This design comes from an exercise in tuning for small area on the open sky130 flow, not from production work. In this exercise RTL edits were held to simulation tests only and were not proved equivalent to the original.

==> flow/design.v <==
module CicRca
#(
	parameter N = 7
)
(
	input  [N-1:0] A,
	input  [N-1:0] B,
	input          Ci,
	output [N-1:0] S,
	output         Co
);
	wire [N:0] c;
	assign c[0] = Ci;
	genvar i;
	generate
		for (i = 0; i < N; i = i + 1) begin: Bit
			assign S[i]   = A[i] ^ B[i] ^ c[i];
			assign c[i+1] = (A[i] & B[i]) | (c[i] & (A[i] ^ B[i]));
		end
	endgenerate
	assign Co = c[N];
endmodule
module CicFilter
#(
	parameter N = 4,
	parameter M = 1,
	parameter InDataWidth	=	14,
	parameter OutDataWidth	=	32,
	parameter DecimCntWidth	=	7
)
(
	input Clk_i,
	input Rst_i,
	input [2:0]	DecimFactor_i,
	input [InDataWidth-1:0] Data_i,
	input DataNd_i,
	output [OutDataWidth-1:0] Data_o,
	output DataValid_o
);
	wire [2:0] decR = (DecimFactor_i[2:1] == 2'b00) ? 3'd1 : DecimFactor_i;
	reg  [2:0] cnt;
	reg        mode, mode1, mode2;
	reg        dval;
	wire       hit = (cnt == (mode ? decR : 3'd4));
	wire       en0 = ~mode | (cnt == decR);
	reg [3:1] en;
	always @(posedge Clk_i or posedge Rst_i) begin
		if (Rst_i) begin
			cnt   <= 3'd0;
			mode  <= 1'b0;
			mode1 <= 1'b0;
			mode2 <= 1'b0;
			dval  <= 1'b0;
		end else begin
			if (DataNd_i) begin
				if (hit) begin
					cnt  <= 3'd1;
					mode <= 1'b1;
				end else begin
					cnt  <= cnt + 3'd1;
				end
			end
			mode1 <= mode;
			mode2 <= mode1;
			dval  <= en[3] & mode2;
		end
	end
	always @(posedge Clk_i) en <= {en[2:1], en0};
	wire [3:0] enc = {en[3], en[2], en[1], en0};
	assign DataValid_o = dval;
	wire [13:0] gx = DataNd_i ? Data_i : 14'd0;
	wire [25:0] xop;
	assign xop[6:0] = {gx[6], gx[5], gx[4], gx[3], gx[2], gx[1], gx[0]};
	reg [6:0] xd1;   
	assign xop[13:7] = {xd1[6], xd1[5], xd1[4], xd1[3], xd1[2], xd1[1], xd1[0]};
	reg [0:0] xd2;   
	assign xop[19:14] = {xd2[0], xd2[0], xd2[0], xd2[0], xd2[0], xd2[0]};
	reg [0:0] xd3;   
	assign xop[25:20] = {xd3[0], xd3[0], xd3[0], xd3[0], xd3[0], xd3[0]};
	always @(posedge Clk_i or posedge Rst_i) begin
		if (Rst_i) begin
			xd1 <= 7'd0;
			xd2 <= 1'd0;
			xd3 <= 1'd0;
		end else begin
			xd1 <= gx[13:7];
			xd2 <= {xd1[6]};
			xd3 <= {xd2[0]};
		end
	end
	reg  [25:0] a0;
	wire [25:0] a0_n;
	reg  [3:1] ka0;
	wire [3:0] ka0_o;
	CicRca #(7) add_a0_0 (.A(a0[6:0]), .B(xop[6:0]), .Ci(1'b0), .S(a0_n[6:0]), .Co(ka0_o[0]));
	CicRca #(7) add_a0_1 (.A(a0[13:7]), .B(xop[13:7]), .Ci(ka0[1]), .S(a0_n[13:7]), .Co(ka0_o[1]));
	CicRca #(6) add_a0_2 (.A(a0[19:14]), .B(xop[19:14]), .Ci(ka0[2]), .S(a0_n[19:14]), .Co(ka0_o[2]));
	CicRca #(6) add_a0_3 (.A(a0[25:20]), .B(xop[25:20]), .Ci(ka0[3]), .S(a0_n[25:20]), .Co(ka0_o[3]));
	reg  [25:0] a1;
	wire [25:0] a1_n;
	reg  [3:1] ka1;
	wire [3:0] ka1_o;
	CicRca #(7) add_a1_0 (.A(a1[6:0]), .B(a0[6:0]), .Ci(1'b0), .S(a1_n[6:0]), .Co(ka1_o[0]));
	CicRca #(7) add_a1_1 (.A(a1[13:7]), .B(a0[13:7]), .Ci(ka1[1]), .S(a1_n[13:7]), .Co(ka1_o[1]));
	CicRca #(6) add_a1_2 (.A(a1[19:14]), .B(a0[19:14]), .Ci(ka1[2]), .S(a1_n[19:14]), .Co(ka1_o[2]));
	CicRca #(6) add_a1_3 (.A(a1[25:20]), .B(a0[25:20]), .Ci(ka1[3]), .S(a1_n[25:20]), .Co(ka1_o[3]));
	reg  [25:0] a2;
	wire [25:0] a2_n;
	reg  [3:1] ka2;
	wire [3:0] ka2_o;
	CicRca #(7) add_a2_0 (.A(a2[6:0]), .B(a1[6:0]), .Ci(1'b0), .S(a2_n[6:0]), .Co(ka2_o[0]));
	CicRca #(7) add_a2_1 (.A(a2[13:7]), .B(a1[13:7]), .Ci(ka2[1]), .S(a2_n[13:7]), .Co(ka2_o[1]));
	CicRca #(6) add_a2_2 (.A(a2[19:14]), .B(a1[19:14]), .Ci(ka2[2]), .S(a2_n[19:14]), .Co(ka2_o[2]));
	CicRca #(6) add_a2_3 (.A(a2[25:20]), .B(a1[25:20]), .Ci(ka2[3]), .S(a2_n[25:20]), .Co(ka2_o[3]));
	reg  [25:0] a3;
	wire [25:0] a3_n;
	reg  [3:1] ka3;
	wire [3:0] ka3_o;
	CicRca #(7) add_a3_0 (.A(a3[6:0]), .B(a2[6:0]), .Ci(1'b0), .S(a3_n[6:0]), .Co(ka3_o[0]));
	CicRca #(7) add_a3_1 (.A(a3[13:7]), .B(a2[13:7]), .Ci(ka3[1]), .S(a3_n[13:7]), .Co(ka3_o[1]));
	CicRca #(6) add_a3_2 (.A(a3[19:14]), .B(a2[19:14]), .Ci(ka3[2]), .S(a3_n[19:14]), .Co(ka3_o[2]));
	CicRca #(6) add_a3_3 (.A(a3[25:20]), .B(a2[25:20]), .Ci(ka3[3]), .S(a3_n[25:20]), .Co(ka3_o[3]));
	always @(posedge Clk_i or posedge Rst_i) begin
		if (Rst_i) begin
			a0 <= 26'd0;
			ka0 <= 3'd0;
			a1 <= 26'd0;
			ka1 <= 3'd0;
			a2 <= 26'd0;
			ka2 <= 3'd0;
			a3 <= 26'd0;
			ka3 <= 3'd0;
		end else begin
			a0 <= a0_n;
			ka0 <= ka0_o[2:0];
			a1 <= a1_n;
			ka1 <= ka1_o[2:0];
			a2 <= a2_n;
			ka2 <= ka2_o[2:0];
			a3 <= a3_n;
			ka3 <= ka3_o[2:0];
		end
	end
	wire [25:0] u = a3;
	reg  [25:0] s1, s2, s3, s4, y;
	wire [25:0] s1_n, s2_n, s3_n, y_n;
	wire [25:0] u4, u2;
	assign u4[6:0] = {u[4], u[3], u[2], u[1], u[0], 1'b0, 1'b0};
	assign u2[6:0] = {u[5], u[4], u[3], u[2], u[1], u[0], 1'b0};
	assign u4[13:7] = {u[11], u[10], u[9], u[8], u[7], s4[6], s4[5]};
	assign u2[13:7] = {u[12], u[11], u[10], u[9], u[8], u[7], s4[6]};
	assign u4[19:14] = {u[17], u[16], u[15], u[14], s4[13], s4[12]};
	assign u2[19:14] = {u[18], u[17], u[16], u[15], u[14], s4[13]};
	assign u4[25:20] = {u[23], u[22], u[21], u[20], s4[19], s4[18]};
	assign u2[25:20] = {u[24], u[23], u[22], u[21], u[20], s4[19]};
	wire [25:0] cs_s = s3 ^ u4 ^ u2;
	wire [25:0] cs_c = (s3 & u4) | (s3 & u2) | (u4 & u2);
	reg  [3:1] kcs;   
	wire [25:0] cs_cs;   
	assign cs_cs[6:0] = {cs_c[5:0], 1'b0};
	assign cs_cs[13:7] = {cs_c[12:7], kcs[1]};
	assign cs_cs[19:14] = {cs_c[18:14], kcs[2]};
	assign cs_cs[25:20] = {cs_c[24:20], kcs[3]};
	reg  [3:1] ky;
	wire [3:0] ky_o;
	reg  [3:1] ks1;
	wire [3:0] ks1_o;
	reg  [3:1] ks2;
	wire [3:0] ks2_o;
	reg  [3:1] ks3;
	wire [3:0] ks3_o;
	CicRca #(7) add_y_0  (.A(u[6:0]), .B(s1[6:0]), .Ci(1'b0), .S(y_n[6:0]), .Co(ky_o[0]));
	CicRca #(7) add_s1_0 (.A(s2[6:0]), .B(~u4[6:0]), .Ci(1'b1), .S(s1_n[6:0]), .Co(ks1_o[0]));
	CicRca #(7) add_s2_0 (.A(cs_s[6:0]), .B(cs_cs[6:0]), .Ci(1'b0), .S(s2_n[6:0]), .Co(ks2_o[0]));
	CicRca #(7) add_s3_0 (.A(s4[6:0]), .B(~u4[6:0]), .Ci(1'b1), .S(s3_n[6:0]), .Co(ks3_o[0]));
	CicRca #(7) add_y_1  (.A(u[13:7]), .B(s1[13:7]), .Ci(ky[1]), .S(y_n[13:7]), .Co(ky_o[1]));
	CicRca #(7) add_s1_1 (.A(s2[13:7]), .B(~u4[13:7]), .Ci(ks1[1]), .S(s1_n[13:7]), .Co(ks1_o[1]));
	CicRca #(7) add_s2_1 (.A(cs_s[13:7]), .B(cs_cs[13:7]), .Ci(ks2[1]), .S(s2_n[13:7]), .Co(ks2_o[1]));
	CicRca #(7) add_s3_1 (.A(s4[13:7]), .B(~u4[13:7]), .Ci(ks3[1]), .S(s3_n[13:7]), .Co(ks3_o[1]));
	CicRca #(6) add_y_2  (.A(u[19:14]), .B(s1[19:14]), .Ci(ky[2]), .S(y_n[19:14]), .Co(ky_o[2]));
	CicRca #(6) add_s1_2 (.A(s2[19:14]), .B(~u4[19:14]), .Ci(ks1[2]), .S(s1_n[19:14]), .Co(ks1_o[2]));
	CicRca #(6) add_s2_2 (.A(cs_s[19:14]), .B(cs_cs[19:14]), .Ci(ks2[2]), .S(s2_n[19:14]), .Co(ks2_o[2]));
	CicRca #(6) add_s3_2 (.A(s4[19:14]), .B(~u4[19:14]), .Ci(ks3[2]), .S(s3_n[19:14]), .Co(ks3_o[2]));
	CicRca #(6) add_y_3  (.A(u[25:20]), .B(s1[25:20]), .Ci(ky[3]), .S(y_n[25:20]), .Co(ky_o[3]));
	CicRca #(6) add_s1_3 (.A(s2[25:20]), .B(~u4[25:20]), .Ci(ks1[3]), .S(s1_n[25:20]), .Co(ks1_o[3]));
	CicRca #(6) add_s2_3 (.A(cs_s[25:20]), .B(cs_cs[25:20]), .Ci(ks2[3]), .S(s2_n[25:20]), .Co(ks2_o[3]));
	CicRca #(6) add_s3_3 (.A(s4[25:20]), .B(~u4[25:20]), .Ci(ks3[3]), .S(s3_n[25:20]), .Co(ks3_o[3]));
	always @(posedge Clk_i) begin
		ky <= ky_o[2:0];
		ks1 <= ks1_o[2:0];
		ks2 <= ks2_o[2:0];
		ks3 <= ks3_o[2:0];
		kcs <= {cs_c[19], cs_c[13], cs_c[6]};
		y <= y_n;
		if (enc[0]) begin
			s1[6:0] <= s1_n[6:0];
			s2[6:0] <= s2_n[6:0];
			s3[6:0] <= s3_n[6:0];
			s4[6:0] <= u[6:0];
		end
		if (enc[1]) begin
			s1[13:7] <= s1_n[13:7];
			s2[13:7] <= s2_n[13:7];
			s3[13:7] <= s3_n[13:7];
			s4[13:7] <= u[13:7];
		end
		if (enc[2]) begin
			s1[19:14] <= s1_n[19:14];
			s2[19:14] <= s2_n[19:14];
			s3[19:14] <= s3_n[19:14];
			s4[19:14] <= u[19:14];
		end
		if (enc[3]) begin
			s1[25:20] <= s1_n[25:20];
			s2[25:20] <= s2_n[25:20];
			s3[25:20] <= s3_n[25:20];
			s4[25:20] <= u[25:20];
		end
	end
	reg [6:0] yd0_1;
	reg [6:0] yd0_2;
	reg [6:0] yd0_3;
	always @(posedge Clk_i) begin
		yd0_1 <= y[6:0];
		yd0_2 <= yd0_1;
		yd0_3 <= yd0_2;
	end
	reg [6:0] yd1_1;
	reg [6:0] yd1_2;
	always @(posedge Clk_i) begin
		yd1_1 <= y[13:7];
		yd1_2 <= yd1_1;
	end
	reg [5:0] yd2_1;
	always @(posedge Clk_i) begin
		yd2_1 <= y[19:14];
	end
	wire [25:0] yo = {y[25:20], yd2_1, yd1_2, yd0_3};
	assign Data_o = {{(OutDataWidth-26){yo[25]}}, yo};
endmodule
==> flow/run.sh <==
#!/bin/bash
# synth_recipe.tcl (not shown) runs the flow's synth.tcl, then flattens the netlist and writes it again
# the make line also repeats each setting of config.mk as NAME=value (left out here)
make -C /OpenROAD-flow-scripts/flow DESIGN_CONFIG=/design/flow/config.mk WORK_HOME=/design/flow/orfs CLKGATE_MAP_FILE= SYNTH_SCRIPT=/design/flow/synth_recipe.tcl finish
==> flow/config.mk <==
export PLATFORM = sky130hd
export DESIGN_NAME = CicFilter
export DESIGN_NICKNAME = CicFilter
export VERILOG_FILES = /design/flow/design.v
export SDC_FILE = /design/flow/constraint.sdc
export NUM_CORES = 4
export LEC_CHECK = 0
export CAP_MARGIN = 20
export CORE_MARGIN = 2
export CORE_UTILIZATION = 40
export SLEW_MARGIN = 20
==> flow/constraint.sdc <==
create_clock -name core_clock -period 4.0 [get_ports {Clk_i}]
set_input_delay 0.8000 -clock core_clock [delete_from_list [all_inputs] [get_ports {Clk_i}]]
set_output_delay 0.8000 -clock core_clock [all_outputs]
set_load 0.01 [all_outputs]
==> impl_metrics.tcl, run 1 <==
set metrics [dict create \
    status "no timing/DRC/antenna violations" \
    final_antenna_net_count 0 \
    grt_max_degree 68 \
    synth-edff-count 104 \
    finalCriticalPeriod_ns 3.75 \
    clk_pin_slew_worst_paths_ns 0.06 \
    syn-num-nets 1050 \
    die-area_um2 35700 \
    rsz0062_at_grt "false" \
    syn_inst 811 \
    ys_ff_latch 321 \
    cts_resized 0 \
    tightest_slew_ns 0.815 \
    clk_path_buf_depth 3 \
    seq_area_um2 8130 \
    num_rows 67 \
    ys_types 26 \
    dp_hpwl_um 11700 \
    grt_pass1_vias 6027 \
    die_h_um 189 \
    path_max_fanout 3 \
    slew_viol_final 0 \
    instances_no_fill 1370 \
    syn_avg_cell_area_um2 16.9 \
    slowest_delay_ns 0.52 \
    drt_iter0_markers 156 \
    area_growth_pct 16.1 \
    arrival_ns 3.99 \
    nFillCells 2889 \
    crit_path_frequent_cell "fa_1" \
    cp-start-kind "register" \
    synth_top_cell_by_area "fa_1" \
    slew-limit-headroom_pct 45.7 \
    insertion_delay_ns 0.50 \
    finalCritPeriodShare_pct 93.7 \
    overflow 0 \
    hold_buffers 0 \
    crit_cells 12 \
    synthFlopType "dfrtp_1" \
    wl_per_cell_um 11.8 \
    fin_nets 1136 \
    grt_util_all_layers_pct 10.3 \
    grt_pass1_wl_um 29300 \
    drive_gt1_share_pct 7.38 \
    cts.sinks 321 \
    fmax_ghz 0.267 \
    synth_commonest_cells "fa_1 (209), inv_1 (197), dfrtp_1 (132)" \
    hold_class "reg2reg" \
    crit_slowest_cell "fa_1" \
    drv_cap 0 \
    cp.required_ns 4.24 \
    r2r_cells 12 \
    worstHoldPathCells 0 \
    dr.pass1.iters 4 \
    post-route-util_pct 47.3 \
    dp.cells 1307 \
    setup_viol 0 \
    floorplan.core_area_um2 33600 \
    synth.most_common_cell "fa_1" \
    finalHoldWorstSlack_ns 0.319 \
    final-hold-violation-count 0 \
    multi_input_area_um2 4720 \
    path_class "reg2reg" \
    cts-root-buf "clkbuf_16" \
    synth_top_area_share_pct 30.6 \
    num_vias 5507 \
    synthArstFlopShare_pct 41.1 \
    vias_per_cell 4.02 \
    path_cells "fa_1 > inv_1 > fa_1 > fa_1 > fa_1 > inv_1 > fa_1 > inv_1 > fa_1 > inv_1 > fa_1 > fa_1" \
    io_pins 53 \
    endpoint_kind "register" \
    routed_wl_um 16200 \
    route.detailed.drc 0 \
    ys_seq_area_share_pct 59.4 \
    cp_top_family "adder cells" \
    cts_max_level 2 \
    io_buffers 52 \
    yosys-top-cells-area "fa_1 (31%), dfrtp_1 (24%), edfxtp_1 (23%)" \
    fin_worst_skew_ns 0.0102 \
    synth_area_um2 13700 \
    critPathBufInv 4 \
    antenna_found_initial 0 \
    yosys_warnings 1 \
    initial_core_util_pct 40.7 \
    fp.dieW_um 189 \
    gp_routability_congestion 0.687 \
    antenna_cells 0 \
    cts_tree "done" \
    cts_buffers 35 \
]
layout by cell type, fill, tap and decap left out, drive strengths merged:
| master | n |
|---|---|
| o21ai | 2 |
| dfrtp | 132 |
| clkinv | 4 |
| ha | 10 |
| mux2i | 2 |
| nand3 | 1 |
| inv | 197 |
| nand2b | 1 |
| nand2 | 8 |
| nor3 | 1 |
| xor2 | 2 |
| o22ai | 1 |
| a21oi | 2 |
| a32o | 1 |
| a21o | 1 |
| and2 | 13 |
| fa | 209 |
| edfxtp | 104 |
| buf | 11 |
| o21bai | 1 |
| nor4 | 1 |
| a22o | 1 |
| or2 | 1 |
| dfxtp | 85 |
| clkdlybuf4s50 | 52 |
| clkbuf | 55 |
| xnor2 | 18 |
| clkinvlp | 3 |
| nor2 | 3 |
stage by stage:
stage	cell area [um2]	TNS, ns	setup slack [ns]
3_5_place_dp	14800	-0.00176	-0.00176
5_1_grt	15900	0	0.0575
6_report	15900	0	0.250
2_1_floorplan	13700	0	0.308
4_1_cts	15900	0	0.143
3_3_place_gp	14700	0	0.0338
per-layer routing:
layer | wire length, um | track usage, % | part of all wire [%]
met1 | 7810 | 15.5 | 48
met5 | 0 | 0 | 0
met3 | 632 | 2.24 | 3.9
met2 | 7300 | 14.7 | 45
met4 | 429 | 4.03 | 2.7
flip-flops by register name, summed over array words and instances, names as in the netlist, 26 cells and up:
register  count
s4           26
a0           26
s3           26
s2           26
a3           26
a1           26
a2           26
s1           26
y            26
kinds of logic (layout without fill, tap and decap cells):
kind of cell	after synthesis	count (layout)	synth area share (%)
AOI/OAI and AO/OA	9	9	0.457
DFF	321	321	59.4
muxes	2	2	0.146
buffers and inverters	211	322	6.12
xor gates and xnor gates	20	20	1.28
and+or+nand+nor	29	29	1.11
adders and majority gates	219	219	31.5
timing repair:
| action | in CTS | in global routing |
|---|---|---|
| endpoints found under the setup margin | 0 | 1 |
| hold endpoints to repair | 0 | 0 |
| setup buffers | 0 | 1 |
area by class of cell:
cell class                 instances  area share (%)
multi-input combinational        279            29.7
sequential                       321            51.2
timing repair buffer              63            3.84
inverter                         197            4.68
clock inverter                     7           0.276
clock buffer                      55            6.83
tap                              448            3.53
worst paths after layout:
kind,startpoint,to,slack (ns)
min reg2reg,yd1_1[6],yd1_2[6],0.32
max,s4[5],s2[13],0.25
max reg2reg,s4[5],s2[13],0.25
max in group asynchronous,Rst_i,a0[18],2.51
min,yd1_1[6],yd1_2[6],0.32
min in group asynchronous,Rst_i,a0[13],0.94
==> inputs of run 2 (changes only) <==
--- a/flow/config.mk
+++ b/flow/config.mk
@@ -8,4 +8,5 @@
 export CAP_MARGIN = 20
 export CORE_MARGIN = 2
 export CORE_UTILIZATION = 40
+export CTS_BUF_LIST = sky130_fd_sc_hd__clkbuf_4
 export SLEW_MARGIN = 20
==> impl_metrics.tcl, run 2 <==
set metrics [dict create \
    status "no timing/DRC/antenna violations" \
    drive_gt1_share_pct 16.1 \
    routed_wl_um 16700 \
    num_vias 5845 \
    route.detailed.drc 0 \
    synthArstFlopShare_pct 41.1 \
    most-common-layout-cells "fa_1 (209), inv_1 (196), clkbuf_4 (143)" \
    reg2reg_to "s2[13]" \
    grt_util_all_layers_pct 10.7 \
    syn_inst 811 \
    dp.cells 1307 \
    endpoint_kind "register" \
    cts_buffers 83 \
    cp-start-kind "register" \
    insertion_delay_ns 0.67 \
    synth_area_um2 13700 \
    synthFlopType "dfrtp_1" \
    synth_top_cell_by_area "fa_1" \
    cts.sinks 321 \
    die_h_um 189 \
    fin_nets 1184 \
    dr.pass1.iters 4 \
    tightest_slew_ns 0.825 \
    ys_types 26 \
    gp_routability_congestion 0.687 \
    regToRegSetupSlack_ns 0.22 \
    yosys_warnings 1 \
    initial_core_util_pct 40.7 \
    cp.required_ns 4.40 \
    drv_cap 0 \
    cts_max_level 3 \
    cts_setup_buffers 0 \
    final-hold-violation-count 0 \
    num_rows 67 \
    grt_max_degree 68 \
    floorplan.core_area_um2 33600 \
    seq_area_um2 8130 \
    instances_no_fill 1461 \
    syn-num-nets 1050 \
    slew-limit-headroom_pct 45.0 \
    r2r_cells 12 \
    cts_resized 0 \
    path_class "reg2reg" \
    clk_path_buf_depth 3 \
    dpl_cell_area_um2 14800 \
    finalCritPeriodShare_pct 94.5 \
    cts_tree "done" \
    slew_viol_final 0 \
    syn_avg_cell_area_um2 16.9 \
    clk_pin_slew_worst_paths_ns 0.07 \
    final_antenna_net_count 0 \
    ys_ff_latch 321 \
    endpoint "s2[13]" \
    io_buffers 52 \
    setup_viol 0 \
    finalHoldWorstSlack_ns 0.306 \
    fp.dieW_um 189 \
    r2r_start "s4[5]" \
    io_pins 53 \
    cts-root-buf "clkbuf_4" \
    dp_hpwl_um 11700 \
    fmax_ghz 0.264 \
    synth_commonest_cells "fa_1 (209), inv_1 (197), dfrtp_1 (132)" \
    grt_pass1_vias 6462 \
    grt_pass1_wl_um 30200 \
    multi_input_area_um2 4720 \
    nFillCells 2942 \
    path_max_fanout 3 \
    startpoint "s4[5]" \
    die-area_um2 35700 \
    hold_buffers 0 \
    area_growth_pct 16.2 \
    finalCriticalPeriod_ns 3.78 \
    antenna_found_initial 2 \
    vias_per_cell 4.00 \
    synth.most_common_cell "fa_1" \
    yosys-top-cells-area "fa_1 (31%), dfrtp_1 (24%), edfxtp_1 (23%)" \
    fin_area_um2 15900 \
    drt_iter0_markers 145 \
    overflow 0 \
    synth_top_area_share_pct 30.6 \
    arrival_ns 4.19 \
    ys_seq_area_share_pct 59.4 \
    rsz0062_at_grt "false" \
    hold_class "reg2reg" \
    layout_commonest_cell "fa_1" \
    wl_per_cell_um 11.4 \
    fin_worst_skew_ns 0.0487 \
    synth-edff-count 104 \
]
[run 2: cell types whose count changed in the layout (fill, tap and decap cells not counted), sizes merged]
cell	change
diode	+2
bufinv	+1
clkbuf	+88
clkinv	+2
clkinvlp	-2
[run 2: worst max-delay path, cell delays in order (launching register included)]
cell	delay [ns]
edfxtp_1	0.44
fa_1	0.52
inv_1	0.05
fa_1	0.44
fa_1	0.39
fa_1	0.37
inv_1	0.07
fa_1	0.15
inv_1	0.05
fa_1	0.34
inv_1	0.07
fa_1	0.18
fa_1	0.40
[run 2: final cells by class]
class | instances | area share, %
flip-flops and latches | 321 | 51.1
multi-input cells | 279 | 29.7
clock buffers | 143 | 6.75
inverters | 197 | 4.67
repair buffers | 63 | 3.84
well taps | 448 | 3.52
clock inverters | 8 | 0.393
diodes | 2 | 0.0315
[run 2: metal layers]
metal	wire length, um	vias to the layer above	track usage [%]
met3	1060	53	3.71
li1	-	2745	-
met5	0	-	0
met1	7710	2927	15.2
met2	7380	120	14.5
met4	512	0	5.92
[run 2: per-stage QoR]
stage	util, %	setup WS, ns	setup TNS, ns
2_1_floorplan	-	0.308	0
4_1_cts	47.3	0.113	0
3_3_place_gp	43.8	0.0338	0
6_report	47.3	0.219	0
5_1_grt	47.3	0.0238	0
3_5_place_dp	43.9	-0.00176	-0.00176
[run 2: how the worst min path moves through the flow]
stage	startpoint	end	slack, ns	depth (start not counted)
after global placement	y[3]	yd0_1[3]	0.31	0
after global routing	yd0_1[4]	yd0_2[4]	0.33	0
after CTS	yd0_1[6]	yd0_2[6]	0.30	0
final	yd0_1[6]	yd0_2[6]	0.31	0
after floorplan	y[0]	yd0_1[0]	0.31	0
after detailed placement	y[6]	yd0_1[6]	0.31	0
[run 2: cell families (layout without fill, tap and decap cells)]
family          count (synthesis)  count (layout)  synth area share, %
buf+inv                       211             411                 6.12
fa+ha+maj                     219             219                 31.5
mux                             2               2                0.146
compound gates                  9               9                0.457
other cells                     0               2                    0
xor+xnor                       20              20                 1.28
simple gates                   29              29                 1.11
flops                         321             321                 59.4
==> inputs of run 3 (changes only) <==
--- a/flow/config.mk
+++ b/flow/config.mk
@@ -8,5 +8,7 @@
 export CAP_MARGIN = 20
 export CORE_MARGIN = 2
 export CORE_UTILIZATION = 40
-export CTS_BUF_LIST = sky130_fd_sc_hd__clkbuf_4
+export CTS_BUF_LIST = sky130_fd_sc_hd__clkbuf_16
+export CTS_CLUSTER_DIAMETER = 100
+export CTS_CLUSTER_SIZE = 30
 export SLEW_MARGIN = 20
==> impl_metrics.tcl, run 3 <==
set metrics [dict create \
    cp-start-kind "register" \
    yosys-top-cells-area "fa_1 (31%), dfrtp_1 (24%), edfxtp_1 (23%)" \
    cts_tree "done" \
    synthArstFlopShare_pct 41.1 \
    setup_viol 0 \
    synth_top_area_share_pct 30.6 \
    regToRegSetupSlack_ns 0.23 \
    synth.most_common_cell "fa_1" \
    rsz0062_at_grt "false" \
    synth_commonest_cells "fa_1 (209), inv_1 (197), dfrtp_1 (132)" \
    synth_top_cell_by_area "fa_1" \
    antenna_cells 0 \
    final_antenna_net_count 0 \
    dr.pass1.iters 4 \
    dp.cells 1307 \
    hold_buffers 0 \
    clk_path_buf_depth 3 \
    fmax_ghz 0.265 \
    floorplan.core_area_um2 33600 \
    status "no timing/DRC/antenna violations" \
    cts_buffers 14 \
    synth-edff-count 104 \
    instances_no_fill 1333 \
    route.detailed.drc 0 \
    layout_commonest_cell "fa_1" \
    hold_class "reg2reg" \
    fin_nets 1116 \
    dpl_cell_area_um2 14800 \
    path_class "reg2reg" \
    ys_types 26 \
    area_growth_pct 11.0 \
    slew_viol_final 0 \
    finalHoldWorstSlack_ns 0.336 \
    fin_worst_skew_ns 0.0169 \
    final-hold-violation-count 0 \
    die-area_um2 35700 \
    cts.sinks 321 \
    grt_util_all_layers_pct 9.91 \
    path_max_fanout 4 \
    grt_max_degree 68 \
    io_pins 53 \
    ys_ff_latch 321 \
    io_buffers 52 \
    arrival_ns 4.02 \
    cts-root-buf "clkbuf_16" \
    slew-limit-headroom_pct 44.6 \
    grt_pass1_wl_um 28600 \
    syn_inst 811 \
    finalCriticalPeriod_ns 3.77 \
    endpoint_kind "register" \
    overflow 0 \
    num_rows 67 \
    drt_iter0_markers 204 \
    dp_hpwl_um 11700 \
    tightest_slew_ns 0.830 \
    insertion_delay_ns 0.50 \
    wl_per_cell_um 11.9 \
    routed_wl_um 15900 \
    synthFlopType "dfrtp_1" \
    most-common-layout-cells "fa_1 (209), inv_1 (203), dfrtp_1 (132)" \
    finalCritPeriodShare_pct 94.2 \
    gp_routability_congestion 0.687 \
    syn-num-nets 1050 \
    cts_max_level 1 \
    synth_area_um2 13700 \
    die_h_um 189 \
    syn_avg_cell_area_um2 16.9 \
    yosys_warnings 1 \
    vias_per_cell 4.03 \
    grt_pass1_vias 5768 \
    fp.dieW_um 189 \
    ys_seq_area_share_pct 59.4 \
    drive_gt1_share_pct 3.84 \
    num_vias 5372 \
    fin_area_um2 15200 \
    clk_pin_slew_worst_paths_ns 0.11 \
    cp.required_ns 4.25 \
    drv_cap 0 \
    antenna_found_initial 0 \
    initial_core_util_pct 40.7 \
]
## run 3: final timing paths
path                           from        to  cells past startpoint
setup / recovery              s4[5]    s2[13]                     12
hold / removal             yd0_2[3]  yd0_3[3]                      0
setup reg to reg              s4[5]    s2[13]                     12
hold reg to reg            yd0_2[3]  yd0_3[3]                      0
max in group asynchronous     Rst_i    a2[24]                      3
min in group asynchronous     Rst_i       xd2                      3
## run 3: layout make-up
type / instances / area, um2
clock inverters: 9 / 40.0
inverters: 197 / 743
flip-flops and latches: 321 / 8130
multi-input cells: 279 / 4720
well taps: 448 / 561
fillers: 2953 / 18400
repair buffers: 64 / 618
clock buffers: 15 / 375
## run 3: cells by family (layout without fill, tap and decap cells)
family | after synthesis | count (layout) | share of synthesized area, %
compound gates | 9 | 9 | 0.457
flops | 321 | 321 | 59.4
mux | 2 | 2 | 0.146
xor+xnor | 20 | 20 | 1.28
buf+inv | 211 | 285 | 6.12
simple gates | 29 | 29 | 1.11
fa+ha+maj | 219 | 219 | 31.5
## run 3: through the flow
step	util (%)	worst slack (ns)	setup TNS, ns
floorplan	-	0.308	0
global placement	43.8	0.0338	0
detailed placement	43.9	-0.00176	-0.00176
CTS	45.1	0.128	0
global route	45.2	0.0422	0
finish	45.2	0.231	0
## run 3: per-layer routing
metal | part of all wire, % | global-route usage [%] | wire [um]
met3 | 3.6 | 1.63 | 574
met1 | 48 | 15.4 | 7650
met2 | 46 | 14.6 | 7370
met4 | 1.7 | 2.58 | 266
met5 | 0 | 0 | 0
## run 3: timing repair
action / CTS / global route
setup buffers: 0 / 2
endpoints found under the setup margin: 0 / 1
resized for setup: 0 / 0
## run 3: critical path, cell delays in order, from the launching register on
cell      delay (ns)
edfxtp_1        0.47
fa_1            0.53
inv_1           0.05
fa_1            0.44
fa_1            0.39
fa_1            0.37
inv_1           0.07
fa_1            0.15
inv_1           0.05
fa_1            0.34
inv_1           0.07
fa_1            0.18
fa_1            0.40
==> inputs of run 4 (changes only) <==
--- a/flow/config.mk
+++ b/flow/config.mk
@@ -8,7 +8,7 @@
 export CAP_MARGIN = 20
 export CORE_MARGIN = 2
 export CORE_UTILIZATION = 40
-export CTS_BUF_LIST = sky130_fd_sc_hd__clkbuf_16
-export CTS_CLUSTER_DIAMETER = 100
-export CTS_CLUSTER_SIZE = 30
+export CTS_BUF_LIST = sky130_fd_sc_hd__clkbuf_8
+export CTS_CLUSTER_DIAMETER = 60
+export CTS_CLUSTER_SIZE = 18
 export SLEW_MARGIN = 20
==> impl_metrics.tcl, run 4 <==
set metrics [dict create \
    yosys_warnings 1 \
    finalCriticalPeriod_ns 3.75 \
    grt_max_degree 68 \
    ys_types 26 \
    setup_viol 0 \
    path_max_fanout 3 \
    arrival_ns 4.07 \
    drv_cap 0 \
    num_rows 67 \
    grt_pass1_wl_um 28800 \
    grt_util_all_layers_pct 9.95 \
    nFillCells 2938 \
    r2r_cells 12 \
    endpoint_kind "register" \
    final-hold-violation-count 0 \
    antenna_cells 0 \
    hold_buffers 0 \
    final_antenna_net_count 0 \
    ys_seq_area_share_pct 59.4 \
    most-common-layout-cells "fa_1 (209), inv_1 (201), dfrtp_1 (132)" \
    fin_nets 1128 \
    wl_per_cell_um 11.7 \
    synth.most_common_cell "fa_1" \
    synth-edff-count 104 \
    path_class "reg2reg" \
    seq_area_um2 8130 \
    synth_top_cell_by_area "fa_1" \
    route.detailed.drc 0 \
    cts_resized 0 \
    fin_worst_skew_ns 0.0241 \
    r2r_start "s4[5]" \
    initial_core_util_pct 40.7 \
    clk_pin_slew_worst_paths_ns 0.10 \
    yosys-top-cells-area "fa_1 (31%), dfrtp_1 (24%), edfxtp_1 (23%)" \
    synthFlopType "dfrtp_1" \
    insertion_delay_ns 0.57 \
    worstHoldPathCells 0 \
    dp_hpwl_um 11700 \
    synth_top_area_share_pct 30.6 \
    floorplan.core_area_um2 33600 \
    synth_commonest_cells "fa_1 (209), inv_1 (197), dfrtp_1 (132)" \
    tightest_slew_ns 0.827 \
    drive_gt1_share_pct 6.70 \
    cp.required_ns 4.32 \
    syn_inst 811 \
    layout_commonest_cell "fa_1" \
    area_growth_pct 12.4 \
    startpoint "s4[5]" \
    clk_path_buf_depth 3 \
    finalHoldWorstSlack_ns 0.328 \
    dr.pass1.iters 4 \
    cts_tree "done" \
    regToRegSetupSlack_ns 0.25 \
    fp.dieW_um 189 \
    synth_area_um2 13700 \
    endpoint "s2[13]" \
    num_vias 5492 \
    cts.sinks 321 \
    cts_setup_buffers 0 \
    cts-root-buf "clkbuf_8" \
    cts_buffers 27 \
    die-area_um2 35700 \
    io_buffers 52 \
    gp_routability_congestion 0.687 \
    vias_per_cell 4.04 \
    io_pins 53 \
    syn-num-nets 1050 \
    die_h_um 189 \
    rsz0062_at_grt "false" \
    routed_wl_um 15900 \
    slew_viol_final 0 \
    reg2reg_to "s2[13]" \
    fmax_ghz 0.267 \
    status "no timing/DRC/antenna violations" \
    cp-start-kind "register" \
    finalCritPeriodShare_pct 93.7 \
    antenna_found_initial 0 \
    overflow 0 \
    syn_avg_cell_area_um2 16.9 \
    synthArstFlopShare_pct 41.1 \
    grt_pass1_vias 5890 \
    ys_ff_latch 321 \
    cts_max_level 1 \
    hold_class "reg2reg" \
    multi_input_area_um2 4720 \
    drt_iter0_markers 207 \
    slew-limit-headroom_pct 44.9 \
]
-- run 4: stage by stage --
step                util (%)  worst slack, ns  TNS (ns)  area (um2)  instances
global placement        43.8           0.0338         0       14700       1306
floorplan                  -            0.308         0       13700        811
finish                  45.7            0.252         0       15400       1358
detailed placement      43.9         -0.00176  -0.00176       14800       1307
global route            45.7           0.0484         0       15400       1358
CTS                     45.7            0.147         0       15400       1357
-- run 4: routing by layer --
| layer | global-route usage [%] | up-vias | part of all wire, % |
|---|---|---|---|
| li1 | - | 2569 | - |
| met1 | 15.5 | 2818 | 48 |
| met2 | 14.2 | 73 | 45 |
| met3 | 1.80 | 32 | 4.0 |
| met4 | 3.13 | 0 | 2.4 |
| met5 | 0 | - | 0 |
-- run 4: critical path, cell delays in order (launching register included) --
cell,delay [ns]
edfxtp_1,0.45
fa_1,0.52
inv_1,0.05
fa_1,0.44
fa_1,0.39
fa_1,0.37
inv_1,0.07
fa_1,0.15
inv_1,0.05
fa_1,0.34
inv_1,0.07
fa_1,0.18
fa_1,0.40
-- run 4: final cells by class --
cell class | instances | share of cell area (%)
Clock inverter | 23 | 1.58
Timing Repair Buffer | 63 | 3.97
Clock buffer | 27 | 2.42
Sequential cell | 321 | 52.9
Tap cell | 448 | 3.65
Multi-Input combinational cell | 279 | 30.7
Inverter | 197 | 4.83
-- run 4: worst min path at each step --
stage / start / to / slack, ns
6_report: y[14] / yd2_1[0] / 0.33
5_1_grt: y[15] / yd2_1[1] / 0.34
4_1_cts: y[14] / yd2_1[0] / 0.33
3_5_place_dp: y[6] / yd0_1[6] / 0.31
3_3_place_gp: y[3] / yd0_1[3] / 0.31
2_1_floorplan: y[0] / yd0_1[0] / 0.31
-- run 4: cells by family after synthesis --
group	Yosys count	share of synthesized area, %
muxes	2	0.146
buffers and inverters	211	6.12
xor gates and xnor gates	20	1.28
DFF	321	59.4
adders and majority gates	219	31.5
and+or+nand+nor	29	1.11
AOI/OAI and AO/OA	9	0.457

## port drivers added, routing unchanged
In the flow no input, the clock included, has a driving cell. The finished layouts below were timed again as built, in two steps. Step 1 sets driving cells, clkbuf_16 on the clock port and buf_2 on the other inputs (assumed; they add their load-dependent delay and slew). Step 2, shift: input delay + t, output delay - t, t = (earliest + latest rising clock arrival at the registers) / 2. This alone moves slack from input paths to output paths. Slacks: ideal ports / drivers / drivers and shift; pairs: ideal ports / drivers.
| run | t (ns) | setup slack, ns | hold slack, ns |
|---|---|---|---|
| run 1 | 0.538 | 0.250 / 0.250 / 0.041 | 0.319 / 0.319 / 0.319 |
| run 2 | 0.703 | 0.219 / 0.219 / 0.054 | 0.306 / 0.306 / 0.306 |
| run 3 | 0.540 | 0.231 / 0.231 / 0.041 | 0.336 / 0.336 / 0.336 |
| run 4 | 0.600 | 0.252 / 0.252 / 0.053 | 0.328 / 0.328 / 0.328 |
After both steps every run listed still meets setup and hold. For run 1, which loses most, drivers alone change the setup slack by 0.000 ns; drivers and shift together by -0.209 ns.
